What follows belongs to an exercise in optimizing a design on an open flow for small area and a short achievable clock period; a production flow would make more cautious choices. Function was checked by simulation only, so behaviour that the tests miss may differ from the original. No activity file was given, so power comes from the tool's default toggle rates.

## v23
==> flow/design.v (excerpt) <==
module dcache_hit_path(
    input  logic                              clk,
    input  logic [CACHE_TAG_PA_W-1:0]         req_tag_i,       
    input  logic [BYTE_OFFSET-1:0]            req_offset_i,    
    input  logic [1:0]                        req_size_i,      
    input  logic                              req_signed_i,
    input  logic [CACHE_WAY_N*CACHE_TAG_W-1:0]  tag_i,
    input  logic [CACHE_WAY_N*TAG_ECC_W-1:0]    tag_ecc_i,
    input  logic [CACHE_WAY_N*CACHE_BANK_W-1:0] data_i,
    input  logic [CACHE_WAY_N*BANK_ECC_W-1:0]   data_ecc_i,
    output logic                              hit_o,
    output logic [CACHE_WAY_N-1:0]            hit_way_o,
    output logic [CACHE_WAY_N-1:0]            way_valid_o,
    output logic [CACHE_WAY_N-1:0]            way_dirty_o,
    output logic [CACHE_TAG_W-1:0]            hit_tag_o,
    output logic [CACHE_WAY_N-1:0]            tag_single_err_o,
    output logic [CACHE_WAY_N-1:0]            tag_double_err_o,
    output logic [CACHE_WAY_N-1:0]            data_uncorr_err_o,
    output logic [DATA_WIDTH-1:0]             load_data_o
);
  logic [CACHE_WAY_N-1:0][CACHE_BANK_W-1:0] data_rd;
  logic [CACHE_WAY_N-1:0][BANK_ECC_W-1:0]   data_syndrome;
  ...
Size: roughly 2,700 cells after synthesis, ~130 flip-flops.
export LEC_CHECK = 0
export CAP_MARGIN = 20
export CORE_MARGIN = 2
export CORE_UTILIZATION = 50
export SETUP_SLACK_MARGIN = 1.5
export SLEW_MARGIN = 20
create_clock -name core_clock -period 6.5 [get_ports {clk}]
standard.sh (not shown) runs the stock make flow with config.mk's settings and CLKGATE_MAP_FILE= SYNTH_SCRIPT=/design/flow/synth_recipe.tcl, a recipe that flattens the netlist after the stock synthesis.
==> flow/flow/run.sh <==
#!/bin/bash
# The standard layout, with plain buffers on the ports instead of the
# delay-cell buffers that buffer_ports picks by default, and a power-recovery
# pass that downsizes gates off the critical paths.
set -euo pipefail
bash standard.sh \
  "BUFFER_PORTS_ARGS=-buffer_cell sky130_fd_sc_hd__buf_1" \
  RECOVER_POWER=100 \
  finish > standard_make.log 2>&1
STATUS run=v23 STAGES=ALL_DONE FINAL_CHECKS=FAILED CAUSE=max-capacitance violations, max-slew violations
Setup changes, v23 to v16
==> flow/flow/run.sh <==
#!/bin/bash
# The standard layout, with plain buffers on the ports instead of the
# delay-cell buffers that buffer_ports picks by default.
set -euo pipefail
bash standard.sh \
  "BUFFER_PORTS_ARGS=-buffer_cell sky130_fd_sc_hd__buf_1" \
  finish > standard_make.log 2>&1
v16: done, clean on timing, DRC and antenna. v23 was smaller in final cell area than v16. Reported for v16 and v23, number of distinct library cells after synthesis turned out identical to the last digit. The fmax reported for v16 is greater than that of v23 by 23 MHz. Post-route clock period utilization in v16 is 10 points lower than in v23. Total power (v16 vs. v23) increases slightly. Comparing v16 and v23, iteration count of the initial detailed-routing pass is higher on v23. The run with more setup slack is v16; v23 has less. v16 vs. v23: signed area change from the synthesized netlist to the final layout moved up; global placement routability congestion level.

---

alpha:
dcache_hit_path, a different RTL version from the one above (not shown whole).
For scale: ~2,600 cells after synthesis, about 580 I/O pins, roughly 21,000 um2 of cells after synthesis.
Settings: LEC_CHECK=0, CAP_MARGIN=20, CORE_MARGIN=2, CORE_UTILIZATION=50, SETUP_SLACK_MARGIN=2.2, SLEW_MARGIN=20, TNS_END_PERCENT=10; clock period 6.5 ns.
==> flow/flow/run.sh <==
#!/bin/bash
# The standard layout with two changes:
#  - plain buffers on the ports instead of the delay-cell buffers that
#    buffer_ports picks by default;
#  - the three-input XOR/XNOR cells are kept out of synthesis, so that the
#    parity trees map onto faster and smaller two-input XOR/XNOR cells.
set -euo pipefail
DU="$(make -s -C "$FLOW_HOME" DESIGN_CONFIG="$PWD/config.mk" WORK_HOME="$PWD/orfs" print-DONT_USE_CELLS 2>/dev/null | sed -n 's/^DONT_USE_CELLS: //p')"
test -n "$DU"
for c in xnor3_1 xnor3_2 xnor3_4 xor3_1 xor3_2 xor3_4; do DU="$DU sky130_fd_sc_hd__$c"; done
bash standard.sh \
  "DONT_USE_CELLS=$DU" \
  "BUFFER_PORTS_ARGS=-buffer_cell sky130_fd_sc_hd__buf_1" \
  finish > standard_make.log 2>&1
alpha ended with every stage complete and zero timing, DRC or antenna violations.
For beta, these inputs were changed with respect to alpha:
- changing SETUP_SLACK_MARGIN from 2.2 to 1.5
- removing TNS_END_PERCENT (formerly 10)
### Flow results
beta was carried through to the last stage, and its layout satisfied the timing, DRC and antenna checks. Relative to alpha, the share of the clock period used by the worst path of beta is higher by 8.8 points. alpha and beta ended up with roughly the same fraction of the mapped netlist area in compound gates. Total of max-cap violations across alpha and beta: no real change. When beta is measured against alpha, its core utilization of the finished layout turns out 4.9 points lower. beta ended up with sky130_fd_sc_hd__dfxtp_1 as its slowest stage cell on the critical path; alpha ended up with sky130_fd_sc_hd__nor3_1. Fraction of power consumed by combinational cells is higher on alpha. Count of clock-net buffers in the final layout for beta is lower than for alpha.

---

job 101:
RTL: one of the versions met above, not the one the previous note started from.
Size in the first run: about 130 flip-flops.
Design dcache_hit_path, start of the top module:
module dcache_hit_path(
    input  logic                              clk,
    input  logic [CACHE_TAG_PA_W-1:0]         req_tag_i,       
    input  logic [BYTE_OFFSET-1:0]            req_offset_i,    
    input  logic [1:0]                        req_size_i,      
    input  logic                              req_signed_i,
    input  logic [CACHE_WAY_N*CACHE_TAG_W-1:0]  tag_i,
    input  logic [CACHE_WAY_N*TAG_ECC_W-1:0]    tag_ecc_i,
    input  logic [CACHE_WAY_N*CACHE_BANK_W-1:0] data_i,
    input  logic [CACHE_WAY_N*BANK_ECC_W-1:0]   data_ecc_i,
    output logic                              hit_o,
    output logic [CACHE_WAY_N-1:0]            hit_way_o,
    output logic [CACHE_WAY_N-1:0]            way_valid_o,
    output logic [CACHE_WAY_N-1:0]            way_dirty_o,
    output logic [CACHE_TAG_W-1:0]            hit_tag_o,
    output logic [CACHE_WAY_N-1:0]            tag_single_err_o,
    output logic [CACHE_WAY_N-1:0]            tag_double_err_o,
    output logic [CACHE_WAY_N-1:0]            data_uncorr_err_o,
    output logic [DATA_WIDTH-1:0]             load_data_o
);
export LEC_CHECK = 0
export CAP_MARGIN = 20
export CORE_MARGIN = 2
export CORE_UTILIZATION = 50
export SETUP_SLACK_MARGIN = 1.5
export SLEW_MARGIN = 20
create_clock -name core_clock -period 6.5 [get_ports {clk}]
Scripts as last shown in full above: flow/flow/run.sh
## Diff of input files: job 102 against job 101
==> flow/run.sh (new file) <==
#!/bin/bash
# synth_recipe.tcl (not shown) runs the flow's synth.tcl, then flattens the netlist and writes it again
# the make line also repeats each setting of config.mk as NAME=value (left out here)
make -C /OpenROAD-flow-scripts/flow DESIGN_CONFIG=/design/flow/config.mk WORK_HOME=/design/flow/orfs CLKGATE_MAP_FILE= SYNTH_SCRIPT=/design/flow/synth_recipe.tcl finish
removed: flow/flow/run.sh
removed: flow/standard.sh
--- outcome ---
Job 102: slew at the pin with the worst max-slew slack 5.7 ps below job 101. Per the comparison of job 102 with job 101, area growth from synthesis to layout increased by 19 points relative to the old numbers; via count increased by 1381 relative to the old numbers. Against job 101, job 102 reports a synthesized cell count that is higher. Compared job 102 vs job 101, and combinational power is up in job 102.

static timing again, ports no longer ideal:
The results above use ideal ports. As a check the final layouts listed here were re-extracted and re-timed, cells and wires unchanged. Step 1 sets driving cells, clkbuf_16 on the clock port and buf_2 on the other inputs (assumed; they add their load-dependent delay and slew). Step 2 also shifts input and output timing later by t, the mid clock arrival at the registers, as if the neighbouring blocks saw the same clock. Three values: ideal, step 1, step 2; two values: the first two.
run | t (ns) | setup slack, ns | clock arrival spread, ns | pins driven straight from the clock port
v23 | 0.540 | 0.824 / 0.793 / 0.318 | 0.018 / 0.019 | 1
v16 | 0.542 | 1.475 / 1.425 / 0.970 | 0.016 / 0.016 | 1
alpha | 0.550 | 2.136 / 2.081 / 1.629 | 0.017 / 0.017 | 1
beta | 0.528 | 1.561 / 1.506 / 1.112 | 0.014 / 0.013 | 1
job 101 | 0.516 | 1.512 / 1.454 / 1.186 | 0.015 / 0.015 | 1
job 102 | 0.548 | 1.433 / 1.395 / 0.922 | 0.015 / 0.016 | 1
For job 102, which loses most, drivers alone change the setup slack by -0.038 ns; drivers and shift together by -0.511 ns.
